Background: an optimization exercise with open tools, aiming at small area, a short achievable clock period and few clock cycles per item. Do not read the settings as production practice. Function was checked by simulation only, so behaviour that the tests miss may differ from the original. Power figures rest on the tool's default switching activity, not on a simulated workload.

==> flow/design.v, too long to show whole: its modules and the start of the top module <==
// module mux2X1: 8 lines
// module carry_lookahead_adder_8_bit: 19 lines
// module CLA_8bit_slice: 38 lines
// module carry_lookahead_adder_32_bit: 13 lines
// module mp_adder: 961 lines
module mp_adder (
    input  wire         iAddSub,
    input  wire         iClk,
    input  wire         iRst,
    input  wire         iStart,
    input  wire [511:0] iOpA,
    input  wire [511:0] iOpB,
    output wire [512:0] oRes,
    output wire         oDone);
  // ...
==> flow/flow/run.sh <==
#!/bin/bash
# Standard ORFS layout (the standard.sh), with the port buffers that
# buffer_ports inserts on every input and output made buf_1 cells instead of
# the cell it picks by default; the resizer still sizes them as timing needs.
set -euo pipefail
export BUFFER_PORTS_ARGS="-buffer_cell sky130_fd_sc_hd__buf_1"
bash standard.sh > standard_flow.log 2>&1
==> flow/standard.sh <==
#!/bin/bash
# synth_recipe.tcl (not shown) runs the flow's synth.tcl, then flattens the netlist and writes it again
# the make line also repeats each setting of config.mk as NAME=value (left out here)
make -C /OpenROAD-flow-scripts/flow DESIGN_CONFIG=/design/flow/config.mk WORK_HOME=/design/flow/orfs CLKGATE_MAP_FILE= SYNTH_SCRIPT=/design/flow/synth_recipe.tcl "${@:-finish}"
==> flow/config.mk <==
export PLATFORM = sky130hd
export DESIGN_NAME = mp_adder
export DESIGN_NICKNAME = mp_adder
export VERILOG_FILES = /design/flow/design.v
export SDC_FILE = /design/flow/constraint.sdc
export NUM_CORES = 4
export LEC_CHECK = 0
export ABC_AREA = 1
export CAP_MARGIN = 20
export CORE_AREA = 10 10 550 550
export DIE_AREA = 0 0 560 560
export SETUP_SLACK_MARGIN = 1.5
export SLEW_MARGIN = 20
==> flow/constraint.sdc <==
create_clock -name core_clock -period 5.0 [get_ports {iClk}]
set_input_delay 1.0000 -clock core_clock [delete_from_list [all_inputs] [get_ports {iClk}]]
set_output_delay 1.0000 -clock core_clock [all_outputs]
set_load 0.01 [all_outputs]
==> impl_metrics.env, run 1 <==
export IMPL_status="finished clean"
export IMPL_cts_made_buffers=25
export IMPL_grt_pass1_vias=48100
export IMPL_route_met2_wl_um=159000
export IMPL_crit_family="XOR/XNOR gates"
export IMPL_wl_met3_um=40400
export IMPL_multi_input_cells=5483
export IMPL_p_comb_share_pct=81.2
export IMPL_pre_cts_slack_ns=-0.0775
export IMPL_yosysSeqAreaShare_pct=6.81
export IMPL_nFillCells=32400
export IMPL_fmax_mhz=251
export IMPL_cts_tree="built"
export IMPL_crit_fanout=3
export IMPL_seq_cell_count=130
export IMPL_total_power_mw=17.7
export IMPL_post_drt_wl_per_cell_um=27.6
export IMPL_worstHoldPathType="primary input to flip-flop"
export IMPL_buffer_area_share_pct=22.2
export IMPL_synth_seq_cells=130
export IMPL_syn_nets=7682
export IMPL_synthArstFlopShare_pct=0
export IMPL_post_route_period_util_pct=79.7
export IMPL_fin_area_mm2=0.0668
export IMPL_synth_avg_cell_area_um2=5.74
export IMPL_drv_slew=0
Testbench counts, summed over its fixed seeds: cycles 768, items 384.
==> inputs of run 2 (changes only) <==
--- a/flow/config.mk
+++ b/flow/config.mk
@@ -9,5 +9,4 @@
 export CAP_MARGIN = 20
 export CORE_AREA = 10 10 550 550
 export DIE_AREA = 0 0 560 560
-export SETUP_SLACK_MARGIN = 1.5
 export SLEW_MARGIN = 20
==> run 2 against run 1 <==
  * Still clean
  * Cell count fell by 3.7%
  * Clock power about the same
  * Core utilization decreased by 5.7 points
  * Combinational power down 26%
  * Synthesized cell count stayed put
  * Setup slack worse by 0.45 ns
  * Non-clock buffer count fell by 442
  * Critical endpoint is now rCout
==> impl_metrics.env, run 2 <==
export IMPL_post_drt_wl_per_cell_um=26.1
export IMPL_cts_setup_buffers=0
export IMPL_portBuffers=1541
export IMPL_drv_slew=0
export IMPL_grt_pass1_wl_um=410000
export IMPL_initial_core_util_pct=13.2
export IMPL_grt_util_all_layers_pct=19.2
export IMPL_worstMarginPinSlew_ns=0.955
export IMPL_synth_simple_gate_area_share_pct=32.3
export IMPL_yosysMostFrequentCell="nand2_1"
export IMPL_yosysTopAreaCell="xor2_1"
export IMPL_p_seq_share_pct=10.7
export IMPL_dpl_cell_area_mm2=0.0493
export IMPL_crit_fanout=32
export IMPL_synthArstFlopShare_pct=0
export IMPL_worstHoldPathType="primary input to flip-flop"
export IMPL_drive_above_1_share_pct=3.96
export IMPL_hold_path_depth=2
export IMPL_fin_area_mm2=0.0503
export IMPL_nFillCells=34200
export IMPL_drv_cap=0
export IMPL_drc=0
export IMPL_synth_edff_count=0
export IMPL_synth_compound_area_share_pct=10.3
export IMPL_wirelength_um=319000
export IMPL_cts_made_buffers=25
export IMPL_hold_start="iRst"
export IMPL_coreArea_mm2=0.291
export IMPL_final_common_cell="nand2_1"
export IMPL_synthTopCellsByArea="xor2_1 27%, nand2_1 21%, xnor2_1 11%, inv_1 8.9%, dfxtp_1 6.8%"
export IMPL_syn_inst=6654
export IMPL_post_route_period_util_pct=88.6
export IMPL_synth_cell_types=54
export IMPL_clock_sinks=130
export IMPL_grt_pass1_vias=44000
export IMPL_dieArea_mm2=0.314
export IMPL_synth_seq_cells=130
export IMPL_die_h_um=560
export IMPL_status="finished clean"
export IMPL_final_util_pct=17.3
export IMPL_yosys_most_used_dff="dfxtp_1"
export IMPL_area_growth_pct=31.5
export IMPL_synthMuxAreaShare_pct=0.628
export IMPL_grt_max_degree=50
export IMPL_clk_pin_slew_ns=0.08
export IMPL_ys_warn_count=1
export IMPL_setup_viol=0
export IMPL_total_power_mw=14.0
export IMPL_via_per_inst=3.98
export IMPL_startpoint_type="primary input"
export IMPL_intPower_mw=5.29
export IMPL_syn_nets=7682
export IMPL_gp_congestion=1.00
export IMPL_cp_data_arrival_time_ns=4.93
export IMPL_firstDrtPassIters=8
export IMPL_synth_common_cells="2,089 x nand2_1, 1,168 x xor2_1, 906 x inv_1"
export IMPL_hpwl_um=292000
export IMPL_syn_area_mm2=0.0382
export IMPL_final_cell_mix="2,089 x nand2_1, 1,469 x buf_1, 1,168 x xor2_1, 906 x inv_1, 624 x nor2_1"
export IMPL_min_period_ns=4.43
export IMPL_synth_xor_area_share_pct=37.9
export IMPL_dieWidth_um=560
export IMPL_p_sw_share_pct=62.1
export IMPL_clk_path_buf_depth=3
export IMPL_startpoint="iAddSub"
export IMPL_finalHoldViolCount=0
export IMPL_cts_hold_buf=0
export IMPL_leakagePower_nw=23.7
export IMPL_root_buffer="clkbuf_16"
export IMPL_min_to="rDone"
export IMPL_antenna_found_initial=184
export IMPL_criticalPathCategory="primary input to flip-flop"
export IMPL_power_share_clock_pct=12.9
export IMPL_nets=9235
export IMPL_num_vias=48600
export IMPL_drt_iter0_drc=3931
export IMPL_cts_tree="built"
export IMPL_vdd_drop_max_mv=0.196
export IMPL_largest_reg_flops=127
export IMPL_top_register="rD"
export IMPL_postRouteAntennaNets=0
export IMPL_rows=198
export IMPL_required_ns=5.50
export IMPL_htreeDepth=4
export IMPL_grt_ovfl_total=0
export IMPL_fmax_mhz=226
export IMPL_post_cts_resized=0
export IMPL_synth_top_family_by_area="XOR/XNOR gates"
export IMPL_synth_adder_area_share_pct=0
export IMPL_synth_avg_cell_area_um2=5.74
export IMPL_yosysSeqAreaShare_pct=6.81
export IMPL_rsz0062_at_grt="no"
export IMPL_slew_headroom_pct=36.6
export IMPL_io_pins=1542
export IMPL_crit_path_end_kind="flip-flop"
export IMPL_p_comb_share_pct=76.5
export IMPL_p_sw_mw=8.67
export IMPL_synth_top_area_share_pct=26.8
export IMPL_pwr_density_cell_mw_per_mm2=278
-- run 2: cell type report --
type                            instances  area (um^2)  share of cell area, %
Clock buffer                           30          684                   1.36
Multi-Input combinational cell       5481        31000                   61.7
Inverter                              916         3460                   6.87
Timing Repair Buffer                 1653         7340                   14.6
Tap cell                             3900         4880                   9.70
Sequential cell                       130         2610                   5.18
Antenna cell                          100          250                  0.498
Clock inverter                          2         36.3                 0.0722
-- run 2: worst max path at each step --
stage	cells after the start	slack [ns]	endpoint
2_1_floorplan	6	1.69	oRes[239]
3_3_place_gp	9	-0.10	oRes[127]
3_5_place_dp	19	-0.08	rCout
4_1_cts	19	0.56	rCout
5_1_grt	10	0.47	oRes[443]
6_report	19	0.57	rCout
-- run 2: routing by layer --
| metal | share of wire [%] | vias up | wire (um) | track usage (%) |
|---|---|---|---|---|
| met3 | 11 | 464 | 35100 | 8.12 |
| met2 | 45 | 2319 | 145000 | 31.9 |
| li1 | - | 23400 | - | - |
| met4 | 5.1 | 76 | 16200 | 7.62 |
| met1 | 38 | 22300 | 122000 | 21.6 |
| met5 | 0.17 | - | 531 | 0 |
-- run 2: logic make-up (layout without fill, tap and decap cells) --
| group | count (synthesis) | in the layout |
|---|---|---|
| muxes | 24 | 24 |
| buffers and inverters | 1043 | 2601 |
| xor gates and xnor gates | 1649 | 1649 |
| DFF | 130 | 130 |
| and+or+nand+nor | 3092 | 3092 |
| AOI/OAI and AO/OA | 716 | 716 |
| other | 0 | 100 |
-- run 2: power by group through the flow --
stage	combinational, mW	sequential [mW]	clock [mW]
after floorplan	5.20	1.41	0
after global routing	11.5	1.51	1.92
after global placement	10.8	1.51	0
after detailed placement	10.8	1.51	0
final	10.7	1.49	1.80
after CTS	10.9	1.49	1.94
-- run 2: worst max-delay path, stage by stage --
cell and delay (ns):
clkbuf_4 0.26, buf_12 0.26, buf_12 0.23, buf_12 0.20
xor2_1 0.11, nor2_1 0.18, nand2_1 0.13, nor2_1 0.53
nand2_1 0.20, nor2_1 0.22, nand2_1 0.11, nand2_2 0.17
nand2_1 0.07, nand2_1 0.36, nand2_2 0.15, nand2_2 0.11
buf_12 0.21, a21oi_1 0.10, a21oi_1 0.14
-- run 2: metrics by stage --
step	hold slack, ns	setup WS, ns	setup TNS, ns	instances
global placement	1.16	-0.102	-0.159	12100
floorplan	1.03	1.69	0	6654
CTS	0.500	0.560	0	12100
finish	0.578	0.568	0	12200
global route	0.537	0.469	0	12200
detailed placement	1.16	-0.0775	-0.0775	12100
==> inputs of run 3 (changes only) <==
==> flow/run.sh (new file) <==
#!/bin/bash
# synth_recipe.tcl (not shown) runs the flow's synth.tcl, then flattens the netlist and writes it again
# the make line also repeats each setting of config.mk as NAME=value (left out here)
make -C /OpenROAD-flow-scripts/flow DESIGN_CONFIG=/design/flow/config.mk WORK_HOME=/design/flow/orfs CLKGATE_MAP_FILE= SYNTH_SCRIPT=/design/flow/synth_recipe.tcl finish
removed: flow/flow/run.sh
removed: flow/standard.sh
==> run 3 against run 2 <==
  * Sequential cell count stayed put
  * Non-clock buffer count is 36 higher
  * First-iteration DRC count is 4.8% higher
  * Sequential power hardly changed
==> impl_metrics.env, run 3 <==
export IMPL_status="finished clean"
export IMPL_worstHoldPathType="primary input to flip-flop"
export IMPL_synthArstFlopShare_pct=0
export IMPL_fin_cells=12200
export IMPL_required_ns=4.00
export IMPL_synthTopCellsByArea="xor2_1 27%, nand2_1 21%, xnor2_1 11%, inv_1 8.9%, dfxtp_1 6.8%"
export IMPL_drv_slew=0
export IMPL_slowest_stage="clkdlybuf4s50_1"
export IMPL_firstDrtPassIters=6
export IMPL_drt_iter0_drc=4120
export IMPL_min_period_ns=4.80
export IMPL_dieArea_mm2=0.314
export IMPL_coreArea_mm2=0.291
export IMPL_fin_area_mm2=0.0605
export IMPL_slew_headroom_pct=43.6
export IMPL_yosys_most_used_dff="dfxtp_1"
export IMPL_yosysTopAreaCell="xor2_1"
export IMPL_vdd_drop_max_mv=0.180
export IMPL_grt_ovfl_total=0
export IMPL_htreeDepth=4
export IMPL_startpoint_type="primary input"
export IMPL_top_register="rD"
export IMPL_crit_fanout=4
export IMPL_drive_above_1_share_pct=4.95
export IMPL_drv_cap=0
export IMPL_cts_tree="built"
export IMPL_clock_sinks=130
export IMPL_yosysMostFrequentCell="nand2_1"
export IMPL_critPathMaxStageDelay_ns=0.57
export IMPL_post_route_period_util_pct=96.0
export IMPL_finalHoldViolCount=0
export IMPL_cts_made_buffers=25
export IMPL_clk_path_buf_depth=3
export IMPL_cts_setup_buffers=0
export IMPL_dpl_cell_area_mm2=0.0595
export IMPL_hpwl_um=292000
export IMPL_syn_nets=7682
export IMPL_die_h_um=560
export IMPL_crit_chain="clkdlybuf4s50_1 > xnor2_1 > buf_4 > xor2_1 > nor2_1 > a21oi_1 > o21ai_0 > xor2_1 > buf_4 > clkdlybuf4s50_1"
export IMPL_syn_area_mm2=0.0382
export IMPL_worstMarginPinSlew_ns=0.846
export IMPL_grt_util_all_layers_pct=19.4
export IMPL_setup_tns_final_ns=0
export IMPL_portBuffers=1541
export IMPL_pwr_density_cell_mw_per_mm2=270
export IMPL_crit_family="buffers and inverters"
export IMPL_synth_common_cells="2,089 x nand2_1, 1,168 x xor2_1, 906 x inv_1"
export IMPL_synth_avg_cell_area_um2=5.74
export IMPL_min_to="rDone"
export IMPL_nets=9271
export IMPL_post_cts_resized=0
export IMPL_grt_pass1_vias=44400
export IMPL_yosysSeqAreaShare_pct=6.81
export IMPL_area_growth_pct=58.2
export IMPL_root_buffer="clkbuf_16"
export IMPL_clk_pin_slew_ns=0.07
export IMPL_final_util_pct=20.8
export IMPL_final_cell_mix="2,089 x nand2_1, 1,421 x clkdlybuf4s50_1, 1,167 x xor2_1, 906 x inv_1, 624 x nor2_1"
export IMPL_post_drt_wl_per_cell_um=26.2
export IMPL_cp_data_arrival_time_ns=3.80
export IMPL_synth_top_area_share_pct=26.8
export IMPL_setup_viol=0
export IMPL_synth_cell_types=54
export IMPL_fmax_mhz=208
export IMPL_grt_max_degree=50
export IMPL_postRouteAntennaNets=0
export IMPL_final_common_cell="nand2_1"
export IMPL_total_power_mw=16.3
export IMPL_largest_reg_flops=127
export IMPL_synth_edff_count=0
export IMPL_setup_slack_ns=0.200
export IMPL_grt_pass1_wl_um=415000
export IMPL_leakagePower_nw=28.3
export IMPL_dieWidth_um=560
export IMPL_whs_ns=0.962
export IMPL_cts_hold_buf=0
export IMPL_dpl_cell_count=12100
export IMPL_via_per_inst=3.93
export IMPL_rows=198
export IMPL_pre_cts_slack_ns=-0.125
export IMPL_criticalPathCategory="primary input to output pin"
export IMPL_num_vias=48100
export IMPL_antenna_found_initial=188
export IMPL_wirelength_um=321000
export IMPL_crit_path_end_kind="output pin"
export IMPL_syn_inst=6654
export IMPL_drc=0
export IMPL_hold_start="iStart"
export IMPL_gp_congestion=0.997
export IMPL_rsz0062_at_grt="no"
export IMPL_hold_path_depth=3
export IMPL_synth_seq_cells=130
export IMPL_ys_warn_count=1
export IMPL_initial_core_util_pct=13.2
export IMPL_nFillCells=33100
export IMPL_crit_buf_inv=4
export IMPL_io_pins=1542
run 3: logic make-up after synthesis:
logic type	after synthesis	synth area share (%)
buffers and inverters	1043	12.0
and+or+nand+nor	3092	32.3
DFF	130	6.81
AOI/OAI and AO/OA	716	10.3
xor gates and xnor gates	1649	37.9
muxes	24	0.628
run 3: power by group:
group	leakage [nW]	total (mW)	internal, mW	switching, mW
Clock	0.355	1.79	0.996	0.794
Sequential	1.10	1.48	1.28	0.201
Combinational	26.8	13.1	5.30	7.75
Total	28.3	16.3	7.58	8.75
run 3: layout make-up:
type	count	area [um^2]	area share, %
multi-input cells	5481	31000	51.3
repair buffers	1689	17500	29.0
well taps	3900	4880	8.07
inverters	916	3460	5.72
flip-flops and latches	130	2610	4.31
clock buffers	30	674	1.12
diodes	93	233	0.385
clock inverters	3	40.0	0.0662
run 3: how the worst max path moves through the flow:
stage,from,to,slack [ns],cells past startpoint
2_1_floorplan,iOpB[236],oRes[239],1.69,6
3_3_place_gp,iOpA[279],rD[112],-0.1,17
3_5_place_dp,iOpA[279],rD[95],-0.13,17
4_1_cts,iOpB[424],oRes[427],0.10,8
5_1_grt,iOpB[293],oRes[295],0.006,10
6_report,iOpB[293],oRes[295],0.20,10
run 3: per-layer routing:
metal | vias up | GRT usage, % | share of wire, %
met1 | 22000 | 21.7 | 38
li1 | 23500 | - | -
met3 | 414 | 8.38 | 11
met5 | - | 0 | 0.17
met4 | 86 | 7.13 | 4.3
met2 | 2102 | 32.4 | 46

==> port drivers added, routing unchanged <==
No port has a modelled driver above. Below, the same layouts with a new extraction and two added sets of constraints. Step 1 assumes that a clkbuf_16 drives the clock port and a buf_2 every other input. Step 2 also shifts input and output timing later by t, the mid clock arrival at the registers, as if the neighbouring blocks saw the same clock. Slacks: ideal / step 1 / step 2; pairs: ideal / step 1.
run | shift t [ns] | slack for setup (ns) | worst setup path after step 2 | latest minus earliest clock arrival (ns) | slew at the worst register clock pin (ns)
run 1 | 0.649 | 1.014 / 0.971 / 0.752 | input to register | 0.031 / 0.032 | 0.09 / 0.09
run 2 | 0.645 | 0.568 / 0.445 / -0.030 | input to register | 0.031 / 0.031 | 0.08 / 0.08
run 3 | 0.641 | 0.200 / 0.090 / -0.043 | input to register | 0.033 / 0.033 | 0.09 / 0.09
With both steps, setup timing fails in run 2 and run 3, where it was met with ideal ports. The setup slack of run 2, which loses most, moves by -0.123 ns with the drivers and by -0.598 ns with both steps.
